Context: an optimization exercise on an open-source flow, tuned for small area. The choices shown serve that exercise and are no tape-out recipe.
Function was checked by simulation only, so behaviour that the tests miss may differ from the original.
Power figures rest on the tool's default switching activity, not on a simulated workload.

==> run Z <==
Design TopLevel, start of the top module:
module TopLevel(
    input wire clk,
    input wire reset,
    input wire [31:0] instruction,
    output wire [31:0] result
);
==> module ALU, before the edit <==
module ALU(
    input wire [31:0] a,
    input wire [31:0] b,
    input wire [6:0] alu_sel,
    output wire [31:0] result
);
    wire sub = alu_sel[1] | alu_sel[2];
    wire [31:0] bx = b ^ {32{sub}};
    wire [31:0] p0 = a ^ bx;
    wire [31:0] g0 = a & bx;
    wire [32:0] carry;
    assign carry[0] = sub;
    reg [31:0] G, P;
    integer i, s;
    always @(*) begin
        G = g0;
        P = p0;
        G[0] = g0[0] | (p0[0] & sub);
        for (s = 1; s < 32; s = s * 2)
            for (i = 2*s - 1; i < 32; i = i + 2*s) begin
                G[i] = G[i] | (P[i] & G[i-s]);
                P[i] = P[i] & P[i-s];
            end
        for (s = 8; s >= 1; s = s / 2)
            for (i = 3*s - 1; i < 32; i = i + 2*s) begin
                G[i] = G[i] | (P[i] & G[i-s]);
                P[i] = P[i] & P[i-s];
            end
    end
    assign carry[32:1] = G;
    wire [31:0] sum = p0 ^ carry[31:0];
    assign result =
          ({32{alu_sel[0] | alu_sel[1]}} & sum)
        | {31'b0, alu_sel[2] & ~carry[32]}
        | ({32{alu_sel[3]}} & (a & b))
        | ({32{alu_sel[4]}} & (a | b))
        | ({32{alu_sel[5]}} & (a ^ b))
        | ({32{alu_sel[6]}} & ~(a | b));
endmodule
==> module BancoDeRegistros, before the edit <==
module BancoDeRegistros(
    input wire clk,
    input wire reset,
    input wire reg_write_enable,
    input wire [4:0] reg_read_addr_1,
    input wire [4:0] reg_read_addr_2,
    input wire [4:0] reg_write_addr,
    input wire [31:0] reg_write_data,
    output wire [31:0] reg_read_data_1,
    output wire [31:0] reg_read_data_2
);
    wire [1023:0] t1, t2;
    genvar i, j;
    generate
        for (j = 0; j < 32; j = j + 1) begin : z
            assign t1[j*32] = 1'b0;
            assign t2[j*32] = 1'b0;
        end
        for (i = 1; i < 32; i = i + 1) begin : r
            reg [31:0] q;
            reg v;
            wire we = reg_write_enable & (reg_write_addr == i);
            always @(posedge clk)
                q <= ({32{we}} & reg_write_data) | ({32{~we}} & q);
            always @(posedge clk or posedge reset)
                if (reset) v <= 1'b0;
                else       v <= v | we;
            wire s1 = v & (reg_read_addr_1 == i);
            wire s2 = v & (reg_read_addr_2 == i);
            for (j = 0; j < 32; j = j + 1) begin : b
                assign t1[j*32 + i] = s1 & q[j];
                assign t2[j*32 + i] = s2 & q[j];
            end
        end
        for (j = 0; j < 32; j = j + 1) begin : o
            assign reg_read_data_1[j] = |t1[j*32 +: 32];
            assign reg_read_data_2[j] = |t2[j*32 +: 32];
        end
    endgenerate
endmodule
make LEC_CHECK=0 CAP_MARGIN=20 CORE_MARGIN=2 CORE_UTILIZATION=40 SETUP_SLACK_MARGIN=0.3 SLEW_MARGIN=20 finish   # period 9.5 ns
run.sh (not shown) runs the stock make flow with config.mk's settings and CLKGATE_MAP_FILE= SYNTH_SCRIPT=/design/flow/synth_recipe.tcl, a recipe that flattens the netlist after the stock synthesis.
==> run M (differences from run Z) <==
--- a/flow/design.v
+++ b/flow/design.v
@@ -5,38 +5,41 @@
     input wire [6:0] alu_sel,
     output wire [31:0] result
 );
-    wire sub = alu_sel[1] | alu_sel[2];
-    wire [31:0] bx = b ^ {32{sub}};
-    wire [31:0] p0 = a ^ bx;
-    wire [31:0] g0 = a & bx;
-    wire [32:0] carry;
-    assign carry[0] = sub;
+    wire op_add = alu_sel[0];
+    wire op_sub = alu_sel[1] | alu_sel[2];
+    wire arith  = alu_sel[0] | alu_sel[1];
+    wire op_slt = alu_sel[2];
+    wire [3:0] lut;
+    assign lut[0] = op_sub | alu_sel[6];                          
+    assign lut[1] = op_add | alu_sel[4] | alu_sel[5];             
+    assign lut[2] = op_add | alu_sel[4] | alu_sel[5];             
+    assign lut[3] = op_sub | alu_sel[3] | alu_sel[4];             
+    reg [31:0] p;
+    integer k;
+    always @(*)
+        for (k = 0; k < 32; k = k + 1)
+            p[k] = lut[{a[k], b[k]}];
     reg [31:0] G, P;
     integer i, s;
     always @(*) begin
-        G = g0;
-        P = p0;
-        G[0] = g0[0] | (p0[0] & sub);
+        G = a;
+        P = p;
+        G[0] = p[0] ? op_sub : a[0];
         for (s = 1; s < 32; s = s * 2)
             for (i = 2*s - 1; i < 32; i = i + 2*s) begin
-                G[i] = G[i] | (P[i] & G[i-s]);
+                G[i] = P[i] ? G[i-s] : G[i];
                 P[i] = P[i] & P[i-s];
             end
         for (s = 8; s >= 1; s = s / 2)
             for (i = 3*s - 1; i < 32; i = i + 2*s) begin
-                G[i] = G[i] | (P[i] & G[i-s]);
+                G[i] = P[i] ? G[i-s] : G[i];
                 P[i] = P[i] & P[i-s];
             end
     end
-    assign carry[32:1] = G;
-    wire [31:0] sum = p0 ^ carry[31:0];
-    assign result =
-          ({32{alu_sel[0] | alu_sel[1]}} & sum)
-        | {31'b0, alu_sel[2] & ~carry[32]}
-        | ({32{alu_sel[3]}} & (a & b))
-        | ({32{alu_sel[4]}} & (a | b))
-        | ({32{alu_sel[5]}} & (a ^ b))
-        | ({32{alu_sel[6]}} & ~(a | b));
+    wire [31:0] c = {G[30:0], op_sub};
+    wire cout = G[31];
+    wire [31:0] r = (p & {32{~op_slt}}) ^ (c & {32{arith}});
+    assign result = {r[31:1], op_slt ? ~cout : r[0]};
 endmodule
 `timescale 1ns/1ns
 module ALUcontrol(
@@ -72,34 +75,52 @@
     output wire [31:0] reg_read_data_1,
     output wire [31:0] reg_read_data_2
 );
-    wire [1023:0] t1, t2;
+    wire [991:0] qt;
+    wire [30:0] sel1, sel2;
     genvar i, j;
     generate
-        for (j = 0; j < 32; j = j + 1) begin : z
-            assign t1[j*32] = 1'b0;
-            assign t2[j*32] = 1'b0;
-        end
         for (i = 1; i < 32; i = i + 1) begin : r
             reg [31:0] q;
             reg v;
             wire we = reg_write_enable & (reg_write_addr == i);
             always @(posedge clk)
-                q <= ({32{we}} & reg_write_data) | ({32{~we}} & q);
+                if (we) q <= reg_write_data;
             always @(posedge clk or posedge reset)
                 if (reset) v <= 1'b0;
                 else       v <= v | we;
-            wire s1 = v & (reg_read_addr_1 == i);
-            wire s2 = v & (reg_read_addr_2 == i);
+            assign sel1[i-1] = v & (reg_read_addr_1 == i);
+            assign sel2[i-1] = v & (reg_read_addr_2 == i);
             for (j = 0; j < 32; j = j + 1) begin : b
-                assign t1[j*32 + i] = s1 & q[j];
-                assign t2[j*32 + i] = s2 & q[j];
+                assign qt[j*31 + i-1] = q[j];
             end
         end
         for (j = 0; j < 32; j = j + 1) begin : o
-            assign reg_read_data_1[j] = |t1[j*32 +: 32];
-            assign reg_read_data_2[j] = |t2[j*32 +: 32];
+            ReadBit rb1(.q(qt[j*31 +: 31]), .s(sel1), .y(reg_read_data_1[j]));
+            ReadBit rb2(.q(qt[j*31 +: 31]), .s(sel2), .y(reg_read_data_2[j]));
         end
     endgenerate
+endmodule
+module ReadBit(
+    input wire [30:0] q,
+    input wire [30:0] s,
+    output wire y
+);
+    wire [10:0] t;
+    genvar k;
+    generate
+        for (k = 0; k < 10; k = k + 1) begin : g
+            SelOr3n u(.q(q[3*k +: 3]), .s(s[3*k +: 3]), .yn(t[k]));
+        end
+    endgenerate
+    assign t[10] = ~(q[30] & s[30]);
+    assign y = ~&t;
+endmodule
+module SelOr3n(
+    input wire [2:0] q,
+    input wire [2:0] s,
+    output wire yn
+);
+    assign yn = ~((q[0] & s[0]) | (q[1] & s[1]) | (q[2] & s[2]));
 endmodule
 `timescale 1ns/1ns
 module TopLevel(
==> flow/flow/run.sh (new file) <==
#!/bin/bash
# Layout flow: the standard ORFS flow (standard.sh, unchanged synthesis),
# with two settings of its own passed to ORFS:
#  - port buffers use buf_2 rather than the default delay buffer,
#  - clock tree: clkbuf_8 buffers on clusters of up to 14 sinks, no dummy
#    balancing loads.
# make's full output goes to flow_make.log; ORFS keeps each step's log
# under orfs/logs/.
set -uo pipefail
bash standard.sh \
  "BUFFER_PORTS_ARGS=-buffer_cell sky130_fd_sc_hd__buf_2" \
  "CTS_ARGS=-sink_clustering_enable -repair_clock_nets -dont_use_dummy_load -sink_clustering_size 14 -sink_clustering_max_diameter 50 -buf_list sky130_fd_sc_hd__clkbuf_8" \
  finish > flow_make.log 2>&1
==> flow/standard.sh (new file) <==
#!/bin/bash
# synth_recipe.tcl (not shown) runs the flow's synth.tcl, then flattens the netlist and writes it again
# the make line also repeats each setting of config.mk as NAME=value (left out here)
make -C /OpenROAD-flow-scripts/flow DESIGN_CONFIG=/design/flow/config.mk WORK_HOME=/design/flow/orfs CLKGATE_MAP_FILE= SYNTH_SCRIPT=/design/flow/synth_recipe.tcl "${@:-finish}"
==> flow/config.mk (replaced) <==
export PLATFORM = sky130hd
export DESIGN_NAME = TopLevel
export DESIGN_NICKNAME = TopLevel
export VERILOG_FILES = /design/flow/design.v
export SDC_FILE = /design/flow/constraint.sdc
export NUM_CORES = 4
export LEC_CHECK = 0
export CAP_MARGIN = 0
export CORE_MARGIN = 2
export CORE_UTILIZATION = 40
export SETUP_SLACK_MARGIN = 0.1
export SLEW_MARGIN = 0
export SYNTH_HIERARCHICAL = 1
removed: flow/run.sh
==> notes <==
Of run M and run Z, run Z has the higher setup slack (gap 0.11 ns).
Non-clock buffer count: run M is lower than run Z (401).
In run M the first-iteration DRC count is lower than in run Z, by 4.9%.
In run Z the sequential share of layout area is lower than in run M, by 10 points.
Run Z produced a clean layout. Run M produced a clean layout.
Of run Z and run M, run Z has the higher global-route usage (gap 8.0 points).
Of run M and run Z, run Z has the higher worst hold slack (gap 0.043 ns).
In run Z the cell count is larger than in run M, by 27%.
==> figures <==
| quantity | run Z | run M |
|---|---|---|
| Status | no timing/DRC/antenna violations | no timing/DRC/antenna violations |
| Final Critical Period | 9.22 ns | 9.34 ns |
| Clock power share | 47.0% | 32.8% |
| Clock network area share | 6.36% | 3.05% |
| M3 GR Usage | 11.5% | 8.83% |
| Worst hold margin | 0.526 ns | 0.483 ns |
| Weighted congestion at the end of routability-driven global placement | 0.980 | 0.928 |
| Count of buffers not belonging to the clock network in the layout | 712 | 311 |
| Fraction of cell area in non-clock buffers | 11.3% | 5.28% |
| Setup repair after global routing missed its margin | yes | no |
| Violation count after the first detailed-route iteration | 9,463 | 8,995 |
| Hold wc startpoint | register_file.r[28].v | register_file.r[3].v |
| Post-synthesis sequential area ratio | 65.5% | 71.0% |
| Clock slew at reported path FFs | 0.06 ns | 0.05 ns |
| Worst-case setup margin in the final layout | 0.279 ns | 0.165 ns |
| Multi-input logic cell count | 1,997 | 1,506 |

-- separate check: timing with driven ports --
In the flow no input, the clock included, has a driving cell. The finished layouts below were timed again as built, in two steps. Step 1, drivers: a clkbuf_16 drives clk and a buf_2 each remaining input, both assumed. Step 2 times the ports against the registers' clock, not the clock port: input delays grow and output delays shrink by t, the midpoint of the rising clock arrivals with the driver on. Three values: ideal, step 1, step 2; two values: the first two.
| run | t (ns) | setup WS [ns] | clock arrival spread, ns | slew at the worst register clock pin (ns) |
|---|---|---|---|---|
| run Z | 0.784 | 0.279 / 0.257 / 0.257 | 0.037 / 0.036 | 0.07 / 0.07 |
| run M | 0.839 | 0.165 / 0.075 / 0.075 | 0.099 / 0.099 | 0.09 / 0.09 |
After both steps setup and hold are still met in every run listed. The setup slack of run M, which loses most, moves by -0.090 ns with the drivers and by -0.090 ns with both steps.
